Context: an optimization exercise on an open-source flow, tuned for small area. The choices shown serve that exercise and are no tape-out recipe. In this exercise RTL edits were held to simulation tests only and were not proved equivalent to the original.

===== flow/run.sh =====
#!/bin/bash
# Own layout flow. Same as the standard flow (standard.sh) except:
#  - synthesis: the standard synthesis script, with only the ABC mapping
#    script replaced by an area-oriented one (flow/area.abc). Registers are
#    mapped before ABC, so they keep the standard names and cell types.
#  - port buffers use sky130_fd_sc_hd__buf_1 (every port still gets one);
#  - clock-tree synthesis uses clkbuf_8 buffers and no dummy loads.
# Each tool's full output stays in orfs/logs/; make's output goes to make.log.
set -euo pipefail
W=$(pwd)
# synthesis script: synth_recipe.tcl with ORFS's synth.tcl swapped for a copy
# whose only change is the ABC script
sed "s|log_cmd abc {\*}\$abc_args|log_cmd abc -script $W/flow/area.abc {*}[lrange \$abc_args 2 end]|" \
  "$FLOW_HOME/scripts/synth.tcl" > "$W/synth_area.tcl"
grep -q "flow/area.abc" "$W/synth_area.tcl"
sed "s|source \$::env(SCRIPTS_DIR)/synth.tcl|source $W/synth_area.tcl|" synth_recipe.tcl > "$W/own_synth.tcl"
grep -q "synth_area.tcl" "$W/own_synth.tcl"
bash standard.sh \
  "SYNTH_SCRIPT=$W/own_synth.tcl" \
  'BUFFER_PORTS_ARGS=-buffer_cell sky130_fd_sc_hd__buf_1' \
  'CTS_ARGS=-sink_clustering_enable -repair_clock_nets -dont_use_dummy_load -buf_list sky130_fd_sc_hd__clkbuf_8' \
  finish > make.log 2>&1

===== standard.sh =====
#!/bin/bash
# synth_recipe.tcl (not shown) runs the flow's synth.tcl, then flattens the netlist and writes it again
# the make line also repeats each setting of config.mk as NAME=value (left out here)
make -C /OpenROAD-flow-scripts/flow DESIGN_CONFIG=/design/flow/config.mk WORK_HOME=/design/flow/orfs CLKGATE_MAP_FILE= SYNTH_SCRIPT=/design/flow/synth_recipe.tcl "${@:-finish}"

===== design.v =====
module CPU
(
    input wire CLK,
    input wire RST,
    input wire [ 7 : 0 ] INPUT,
    input wire INTR_in,
    output wire [ 7 : 0 ] imem_addr,
    input wire [ 7 : 0 ] imem_data,
    input wire [ 7 : 0 ] imem_m0,
    input wire [ 7 : 0 ] imem_m1,
    output wire [ 7 : 0 ] dmem_addr,
    output wire [ 7 : 0 ] dmem_wdata,
    output wire dmem_we,
    output wire dmem_re,
    input wire [ 7 : 0 ] dmem_rdata,
    output wire [ 7 : 0 ] OUTPUT
);
localparam OP_PASS = 4'd0, OP_ADD = 4'd1, OP_SUB = 4'd2, OP_OR  = 4'd3,
           OP_NOT  = 4'd4, OP_NEG = 4'd5, OP_INC = 4'd6, OP_DEC = 4'd7,
           OP_SETC = 4'd8;
localparam AS_INSTR = 2'd0, AS_SP = 2'd1, AS_SP1 = 2'd2;
function [8:0] add8;
    input [7:0] a, b;
    input       c;
    integer     i;
    reg         k;
    begin
        k = c;
        for (i = 0; i < 8; i = i + 1) begin
            add8[i] = a[i] ^ b[i] ^ k;
            k = (a[i] & b[i]) | (k & (a[i] ^ b[i]));
        end
        add8[8] = k;
    end
endfunction
reg [7:0] pc;                  
reg [7:0] ir_d, pc_d;          
reg       sb;                  
reg [7:0] r0, r1, r2, r3;      
reg [7:0] ea, eb, ec;          
reg       wr_e, we_e, re_e, mo_e, br_e;
reg [3:0] op_e;
reg [1:0] rd_e;
reg [1:0] rs_e;                
reg       apre_e;              
reg [7:0] alu_m, addr_m, wd_m;
reg       wr_m, we_m, re_m, mo_m, br_m;
reg [1:0] rs_m, rd_m;
reg [7:0] mo_w, aux_w;
reg       wr_w, br_w, re_w;
reg [1:0] rs_w, rd_w;
reg [3:0] flg;                 
reg [7:0] outr;
wire [3:0] opc = ir_d[7:4];
wire [1:0] fa  = ir_d[3:2];
wire [1:0] fb  = ir_d[1:0];
reg       d_wr, d_we, d_re, d_mo, d_ret, d_br, d_apre, d_wsel, d_call, d_st;
reg       d_2b, d_intr, d_jmp, d_spinc;
reg [1:0] d_rs, d_rd, d_as;
reg [3:0] d_op;
always @(*) begin
    d_wr = 1'b0; d_we = 1'b0; d_re = 1'b0; d_mo = 1'b0; d_ret = 1'b0;
    d_br = 1'b0; d_apre = 1'b0; d_wsel = 1'b0; d_call = 1'b0; d_st = 1'b0;
    d_2b = 1'b0; d_intr = 1'b0; d_jmp = 1'b0; d_spinc = 1'b0;
    d_rs = 2'b00; d_rd = fb; d_as = AS_INSTR; d_op = OP_PASS;
    if (!sb) begin
        if (INTR_in) begin
            d_intr = 1'b1; d_wr = 1'b1; d_we = 1'b1; d_wsel = 1'b1;
            d_apre = 1'b1; d_as = AS_SP; d_rd = 2'd3;
        end else begin
            case (opc)
                4'd1: begin d_rs = 2'b01; d_wr = 1'b1; end
                4'd2: begin d_op = OP_ADD; d_mo = 1'b1; d_rs = 2'b10; d_wr = 1'b1; end
                4'd3: begin d_op = OP_SUB; d_mo = 1'b1; d_rs = 2'b10; d_wr = 1'b1; end
                4'd4: begin d_mo = 1'b1; d_rs = 2'b10; d_wr = 1'b1; end
                4'd5: begin d_op = OP_OR; d_mo = 1'b1; d_rs = 2'b10; d_wr = 1'b1; end
                4'd6: begin
                    case (fa)
                        2'd0, 2'd1: begin d_mo = 1'b1; d_rd = ir_d[2:1]; d_rs = 2'b10; d_wr = 1'b1; end
                        2'd2: d_op = OP_SETC;
                        default: ;
                    endcase
                end
                4'd7: begin
                    case (fa)
                        2'd0: begin d_apre = 1'b1; d_as = AS_SP; d_we = 1'b1; d_st = 1'b1; end
                        2'd1: begin d_spinc = 1'b1; d_apre = 1'b1; d_as = AS_SP1; d_re = 1'b1;
                                    d_wr = 1'b1; d_rd = ir_d[2:1]; end
                        2'd2: begin d_re = 1'b1; d_st = 1'b1; end
                        default: begin d_wr = 1'b1; d_rs = 2'b01; d_rd = ir_d[2:1]; end
                    endcase
                end
                4'd8: begin
                    case (fa)
                        2'd0: d_op = OP_NOT;
                        2'd1: d_op = OP_NEG;
                        2'd2: d_op = OP_INC;
                        default: d_op = OP_DEC;
                    endcase
                    d_wr = 1'b1; d_rd = ir_d[2:1]; d_mo = 1'b1; d_rs = 2'b10;
                end
                4'd9: begin
                    if (flg[~fa]) begin d_mo = 1'b1; d_jmp = 1'b1; d_br = 1'b1; end
                end
                4'd10: begin
                    d_rs = 2'b10; d_mo = 1'b1; d_wr = 1'b1;
                    if (flg[3]) begin d_jmp = 1'b1; d_br = 1'b1; end
                end
                4'd11: begin
                    case (fa)
                        2'd0: begin d_mo = 1'b1; d_jmp = 1'b1; d_br = 1'b1; end
                        2'd1: begin d_mo = 1'b1; d_jmp = 1'b1; d_br = 1'b1; d_apre = 1'b1;
                                    d_as = AS_SP; d_wsel = 1'b1; d_call = 1'b1; d_rd = 2'd3;
                                    d_we = 1'b1; d_wr = 1'b1; end
                        default: begin d_apre = 1'b1; d_as = AS_SP1; d_rd = 2'd3; d_re = 1'b1;
                                    d_we = 1'b1; d_wr = 1'b1; d_ret = 1'b1; d_spinc = 1'b1; end
                    endcase
                end
                4'd12: d_2b = 1'b1;
                4'd13: begin d_rs = 2'b10; d_rd = ir_d[2:1]; d_re = 1'b1; d_wr = 1'b1; end
                4'd14: begin d_we = 1'b1; d_st = 1'b1; end
                default: ;
            endcase
        end
    end else begin
        case (ec[3:2])
            2'd0: begin d_rs = 2'b11; d_mo = 1'b1; d_rd = ec[1:0]; d_wr = 1'b1; end
            2'd1: begin d_rs = 2'b10; d_apre = 1'b1; d_rd = ec[1:0]; d_re = 1'b1; d_wr = 1'b1; end
            2'd2: begin d_apre = 1'b1; d_we = 1'b1; d_st = 1'b1; end
            default: ;
        endcase
    end
end
wire ret_h   = d_ret | (we_e & re_e) | (we_m & re_m);
wire lu      = re_w & wr_w & ((rd_e == fa) | (rd_e == fb));
wire lu_stall = ~br_w & ~d_2b & lu;
wire pc_hold = ret_h | lu_stall;
wire flush_d = ret_h | br_w;
wire hold_d  = ~ret_h & lu_stall;
wire flush_e = ~ret_h & (br_w | d_2b | lu);
wire [1:0] xa = d_st ? fb : fa;
reg [7:0] rd1, rd2;
always @(*) begin
    case (xa) 2'd0: rd1 = r0; 2'd1: rd1 = r1; 2'd2: rd1 = r2; default: rd1 = r3; endcase
    case (fb) 2'd0: rd2 = r0; 2'd1: rd2 = r1; 2'd2: rd2 = r2; default: rd2 = r3; endcase
end
wire [8:0] spid_c = add8(r3, {{7{~d_spinc}}, 1'b1}, 1'b0);
wire [7:0] spid = spid_c[7:0];
wire [8:0] pc_inc_c = add8(pc, 8'd0, 1'b1);
wire [7:0] pc_inc = pc_inc_c[7:0];
always @(posedge CLK) begin
    if (!RST)
        pc <= imem_m0;
    else if (!pc_hold)
        pc <= d_intr ? imem_m1 : d_jmp ? mo_w : pc_inc;
end
assign imem_addr = pc;
always @(posedge CLK or negedge RST) begin
    if (!RST) begin
        ir_d <= 8'h00; pc_d <= 8'h00; sb <= 1'b0;
    end else begin
        sb <= d_2b;
        if (flush_d) begin
            ir_d <= 8'h00; pc_d <= 8'h00;
        end else if (!hold_d) begin
            ir_d <= imem_data; pc_d <= pc;
        end
    end
end
always @(posedge CLK or negedge RST) begin
    if (!RST) begin
        wr_e <= 1'b0; we_e <= 1'b0; re_e <= 1'b0; mo_e <= 1'b0;
        br_e <= 1'b0; op_e <= OP_PASS; rd_e <= 2'd0;
    end else if (flush_e) begin
        wr_e <= 1'b0; we_e <= 1'b0; re_e <= 1'b0; mo_e <= 1'b0;
        br_e <= 1'b0; op_e <= OP_PASS; rd_e <= 2'd0;
    end else begin
        wr_e <= d_wr; we_e <= d_we; re_e <= d_re; mo_e <= d_mo;
        br_e <= d_br; op_e <= d_op; rd_e <= d_rd;
    end
end
wire [7:0] alu;
wire [7:0] mo_nx = mo_m ? alu_m : dmem_rdata;    
wire fa_m = ~d_st & wr_e & (rd_e == fa);
wire fa_w = ~d_st & wr_m & (rd_m == fa);
wire fb_m = wr_e & (rd_e == fb);
wire fb_w = wr_m & (rd_m == fb);
wire [7:0] fwd_a = fa_m ? alu : fa_w ? mo_nx : rd1;
wire [7:0] fwd_b = fb_m ? alu : fb_w ? mo_nx : rd2;
wire [8:0] pcw_c = add8(pc_d, 8'd0, d_call);
always @(posedge CLK) begin
    ea <= d_wsel ? pcw_c[7:0] : fwd_a;
    eb <= fwd_b;
    ec <= (d_as == AS_SP) ? r3 : (d_as == AS_SP1) ? spid : ir_d;
    rs_e <= d_rs; apre_e <= d_apre;
end
wire [7:0] A = ea;
wire [7:0] B = eb;
reg        use_a, inv_b, cin, dec, is_or, zn, cv, setc;
always @(*) begin
    use_a = 1'b0; inv_b = 1'b0; cin = 1'b0; dec = 1'b0; is_or = 1'b0;
    zn = 1'b1; cv = 1'b0; setc = 1'b0;
    case (op_e)
        OP_ADD:  begin use_a = 1'b1; cv = 1'b1; end
        OP_SUB:  begin use_a = 1'b1; inv_b = 1'b1; cin = 1'b1; cv = 1'b1; end
        OP_OR:   is_or = 1'b1;
        OP_NOT:  inv_b = 1'b1;
        OP_NEG:  begin inv_b = 1'b1; cin = 1'b1; end
        OP_INC:  cin = 1'b1;
        OP_DEC:  dec = 1'b1;
        OP_SETC: begin zn = 1'b0; setc = 1'b1; end
        default: zn = 1'b0;
    endcase
end
wire [7:0] P = use_a ? A : {8{dec}};
wire [7:0] Q = inv_b ? ~B : B;
wire [8:0] Sc = add8(P, Q, cin);
wire [8:0] S = {P[7] ^ Q[7] ^ Sc[8], Sc[7:0]};
assign alu = is_or ? (A | B) : S[7:0];
wire       f_z = zn & ~|alu;
wire       f_n = zn & alu[7];
wire       f_v = cv & (P[7] == Q[7]) & (S[7] != P[7]);
wire       f_c = (cv & S[8]) | setc;
wire [7:0] addr_e = apre_e ? ec : alu;
wire [7:0] wd_e   = (rs_e == 2'b11) ? ec : ea;
always @(posedge CLK) flg <= {f_v, f_c, f_n, f_z};
always @(posedge CLK or negedge RST) begin
    if (!RST) begin
        wr_m <= 1'b0; we_m <= 1'b0; re_m <= 1'b0; mo_m <= 1'b0; br_m <= 1'b0;
    end else begin
        wr_m <= wr_e; we_m <= we_e; re_m <= re_e; mo_m <= mo_e; br_m <= br_e;
    end
end
always @(posedge CLK) begin
    alu_m <= alu; addr_m <= addr_e; wd_m <= wd_e; rs_m <= rs_e; rd_m <= rd_e;
end
assign dmem_addr  = addr_m;
assign dmem_wdata = wd_m;
assign dmem_we    = we_m & ~re_m;
assign dmem_re    = re_m & wr_m;
always @(posedge CLK or negedge RST) begin
    if (!RST) begin
        wr_w <= 1'b0; br_w <= 1'b0; re_w <= 1'b0;
    end else begin
        wr_w <= wr_m; br_w <= br_m; re_w <= re_m;
    end
end
always @(posedge CLK) begin
    mo_w <= mo_nx;
    aux_w <= wd_m; rs_w <= rs_m; rd_w <= rd_m;
end
reg [7:0] wdata;
always @(*) begin
    case (rs_w)
        2'b00: wdata = spid;
        2'b01: wdata = INPUT;
        2'b10: wdata = mo_w;
        default: wdata = aux_w;
    endcase
end
always @(posedge CLK or negedge RST) begin
    if (!RST) begin
        r0 <= 8'd0; r1 <= 8'd0; r2 <= 8'd0; r3 <= 8'd255;
    end else if (wr_w) begin
        case (rd_w)
            2'd0: r0 <= wdata;
            2'd1: r1 <= wdata;
            2'd2: r2 <= wdata;
            default: r3 <= wdata;
        endcase
    end
end
always @(posedge CLK or negedge RST) begin
    if (!RST) outr <= 8'd0;
    else if (re_w & ~wr_w) outr <= aux_w;
end
assign OUTPUT = outr;
endmodule

===== flow/area.abc =====
&get -n
&st
&dch
&nf -R 1000 -p -C 32 -F 8
&put
topo
dnsize -c

===== constraint.sdc =====
create_clock -name core_clock -period 8.0 [get_ports {CLK}]
set_input_delay 1.6000 -clock core_clock [delete_from_list [all_inputs] [get_ports {CLK}]]
set_output_delay 1.6000 -clock core_clock [all_outputs]
set_load 0.01 [all_outputs]

===== config.mk =====
export PLATFORM = sky130hd
export DESIGN_NAME = CPU
export DESIGN_NICKNAME = CPU
export VERILOG_FILES = /design/flow/design.v
export SDC_FILE = /design/flow/constraint.sdc
export NUM_CORES = 4
export LEC_CHECK = 0
export CAP_MARGIN = 20
export CORE_MARGIN = 2
export CORE_UTILIZATION = 40
export SLEW_MARGIN = 20

==> run summary <==
## cell type report
cell class | instances | area (um2) | area share, %
Clock buffer | 17 | 234 | 2.80
Tap cell | 234 | 293 | 3.50
Multi-Input combinational cell | 544 | 3670 | 43.9
Timing Repair Buffer | 81 | 327 | 3.91
Sequential cell | 163 | 3730 | 44.7
Inverter | 28 | 105 | 1.26
## cell families (layout without fill, tap and decap cells)
group	count (synthesis)	count (layout)	synth area share [%]
and+or+nand+nor	236	236	13.9
AOI/OAI and AO/OA	211	211	19.0
DFF	163	163	49.8
adders and majority gates	40	40	8.07
muxes	38	38	5.66
buffers and inverters	28	126	1.40
xor gates and xnor gates	19	19	2.22
## critical path, stage by stage
cell and delay (ns):
buf_1 0.16, nor2_1 0.43, nand3_1 0.25, nand2_1 0.32
clkinv_1 0.28, fa_1 0.44, fa_1 0.39, fa_1 0.39
clkinv_1 0.07, fa_1 0.16, clkinv_1 0.07, fa_1 0.37
clkinv_1 0.07, fa_1 0.17, xnor2_1 0.13, xnor2_1 0.12
a221oi_1 0.46, o21ai_0 0.16
## metrics by stage
stage                     util [%]  cells  setup slack, ns
after global routing          45.0   1067             1.91
after global placement        43.7   1049             1.97
after CTS                     45.0   1067             2.34
after detailed placement      43.7   1050             1.87
after floorplan                  -    735             2.65
final                         45.0   1067             2.26
## per-layer routing
layer	track usage [%]	vias up	routed length (um)
li1	-	2895	-
met1	30.6	3048	9720
met2	34.8	228	10100
met3	4.62	29	1250
met4	6.74	0	370
met5	0	-	0
## cells in the final DEF (no fill, tap or decap), types with 16 or more instances in the layout
cell type  synthesis  final
a21oi_1           48     48
buf_1              0     75
ha_1              26     26
dfrtp_1           68     68
nand3_1           19     19
a32o_1            16     16
clkbuf_8           0     17
dfxtp_1           79     79
o21ai_0           60     60
nor3_1            17     17
nand2_1          103    103
a222oi_1          20     20
mux2_1            25     25
nor2_1            57     55
clkinv_1          28     28
## report_power, final
group,switching [uW],internal [uW]
Sequential,289,1160
Combinational,754,472
Clock,255,187
Total,1300,1820
## state kept, by name, indices dropped and copies added (netlist names), 8 cells and up
| signal | cells |
|---|---|
| addr_m | 8 |
| alu_m | 8 |
| aux_w | 8 |
| ea | 8 |
| eb | 8 |
| ec | 8 |
| ir_d | 8 |
| mo_w | 8 |
| outr | 8 |
| pc | 8 |
| pc_d | 8 |
| r0 | 8 |
| r1 | 8 |
| r2 | 8 |
| r3 | 8 |
| wd_m | 8 |
## final timing paths
| check | to | slack (ns) | depth (start not counted) |
|---|---|---|---|
| max | r2[7] | 2.26 | 18 |
| min | rs_w[1] | 0.33 | 0 |
| max reg2reg | r2[7] | 2.46 | 19 |
| min reg2reg | rs_w[1] | 0.33 | 0 |
| max in group asynchronous | outr[7] | 5.71 | 2 |
| min in group asynchronous | ir_d[3] | 1.14 | 1 |
## synthesized netlist by cell type, types with 8 or more instances
cell,number
mux2_1,25
a31oi_1,9
nand2_1,103
dfxtp_1,79
xor2_1,9
o21ai_0,60
nor2b_1,14
clkinv_1,28
mux2i_1,12
dfrtp_1,68
nor2_1,57
nor3_1,17
xnor2_1,10
o211ai_1,14
a32o_1,16
a21oi_1,48
dfstp_2,8
nand3_1,19
a222oi_1,20
fa_1,14
edfxtp_1,8
ha_1,26
==> results_dict.tcl <==
set metrics [dict create \
    outcome "no timing/DRC/antenna violations" \
    ys_warn_count 1 \
    initial_core_util_pct 40.4 \
    hold-worst-slack_ns 0.331 \
    avgViaCountPerCell 5.81 \
    hold_violations 0 \
    io_pins 77 \
    relSlewSlack_pct 31.2 \
    cts.sinks 163 \
    finalCritPeriodShare_pct 71.8 \
    max-vdd-ir-drop_v 0.000136 \
    portBuffers 76 \
    cap_violations 0 \
    fill_cells 1814 \
    drtIter0Drc 613 \
    syn-num-nets 818 \
    startpoint "INTR_in" \
    dp_hpwl_um 16200 \
    r2r-start "ir_d[2]" \
    grt_pass1_wl_um 33200 \
    rows 50 \
    period_minus_slack_ns 5.74 \
    cp-start-kind "input pin" \
    synth_edf_count 8 \
    maxSlewViolCount 0 \
    grt_setup_unrepaired "no" \
    synthToLayoutAreaGrowth_pct 11.4 \
    cp.required_ns 8.31 \
    skew_ns 0.0236 \
    syn-cell-area_mm2 0.00750 \
    synth_area_per_cell_um2 10.2 \
    min_from "rs_m[1]" \
    power_uw 3120 \
    ant_nets 0 \
    drt_first_pass_iters 9 \
    postLayoutCellArea_mm2 0.00836 \
    hold_class "register to register" \
    synthCells 735 \
    fp.dieH_um 141 \
    die_area_mm2 0.0199 \
    powerDensity_mw_per_mm2 373 \
    cp_max_fo 8 \
    yosys.cell_types.count 49 \
    postCtsHoldBufs 0 \
    wl_per_cell_um 20.1 \
    drc 0 \
    synth-seq-cells 163 \
    setup_viol 0 \
    worst_slew_pin_slew_ns 1.03 \
    grtUsageTotal_pct 22.0 \
    diodes 0 \
    clk_pin_slew_ns 0.08 \
    core_area_mm2 0.0186 \
    synth.top_cell.area_share_pct 22.7 \
    vias 6200 \
    setup_tns_ns 0 \
    cts-root-buf "clkbuf_8" \
    synth_ff_type "dfxtp_1" \
    leakagePower_uw 0.00334 \
    htreeDepth 4 \
    seq_area_frac_synth_pct 49.8 \
    gp_congestion 0.949 \
    post_cts_resized 0 \
    grt-ovfl-total 0 \
    cts_tree "yes" \
    antenna_found_initial 0 \
    chipWidth_um 141 \
    yosysTopAreaCell "dfrtp_1" \
    grt_max_degree 54 \
    fmax_mhz 174 \
    nNetsFinal 918 \
    placed_cell_area_mm2 0.00812 \
    drive_gt1_share_pct 4.08 \
    endpoint_kind "register" \
    grt_pass1_vias 5830 \
    cts_setup_buffers 0 \
    critical_path_arrival_ns 6.06 \
    totalWireLength_um 21400 \
    netlist_top_cells_area "dfrtp_1 23%, dfxtp_1 21%, nand2_1 5.2%" \
    numCtsBuffers 17 \
    cts_buffer_depth 2 \
    ys_async_sr_fraction_pct 46.6 \
    worstSkewPairLatency_ns 0.46 \
    path_class "input pin to register" \
]

static timing again, ports no longer ideal:
The results above use ideal ports. As a check the final layout listed here was re-extracted and re-timed, cells and wires unchanged.
Step 1, drivers: a clkbuf_16 drives CLK and a buf_2 each remaining input, both assumed.
Step 2 times the ports against the registers' clock, not the clock port: input delays grow and output delays shrink by t, the midpoint of the rising clock arrivals with the driver on.
Three values: no drivers, after step 1, after step 2; two values: the first two.
t (ns): 0.486
setup WS [ns]: 2.257 / 2.278 / 1.792
worst setup path after step 2: input to register
worst data-port slew with drivers (ns): 0.04
After both steps this run still meets setup and hold. For this run, drivers alone change the setup slack by +0.021 ns; drivers and shift together by -0.465 ns.
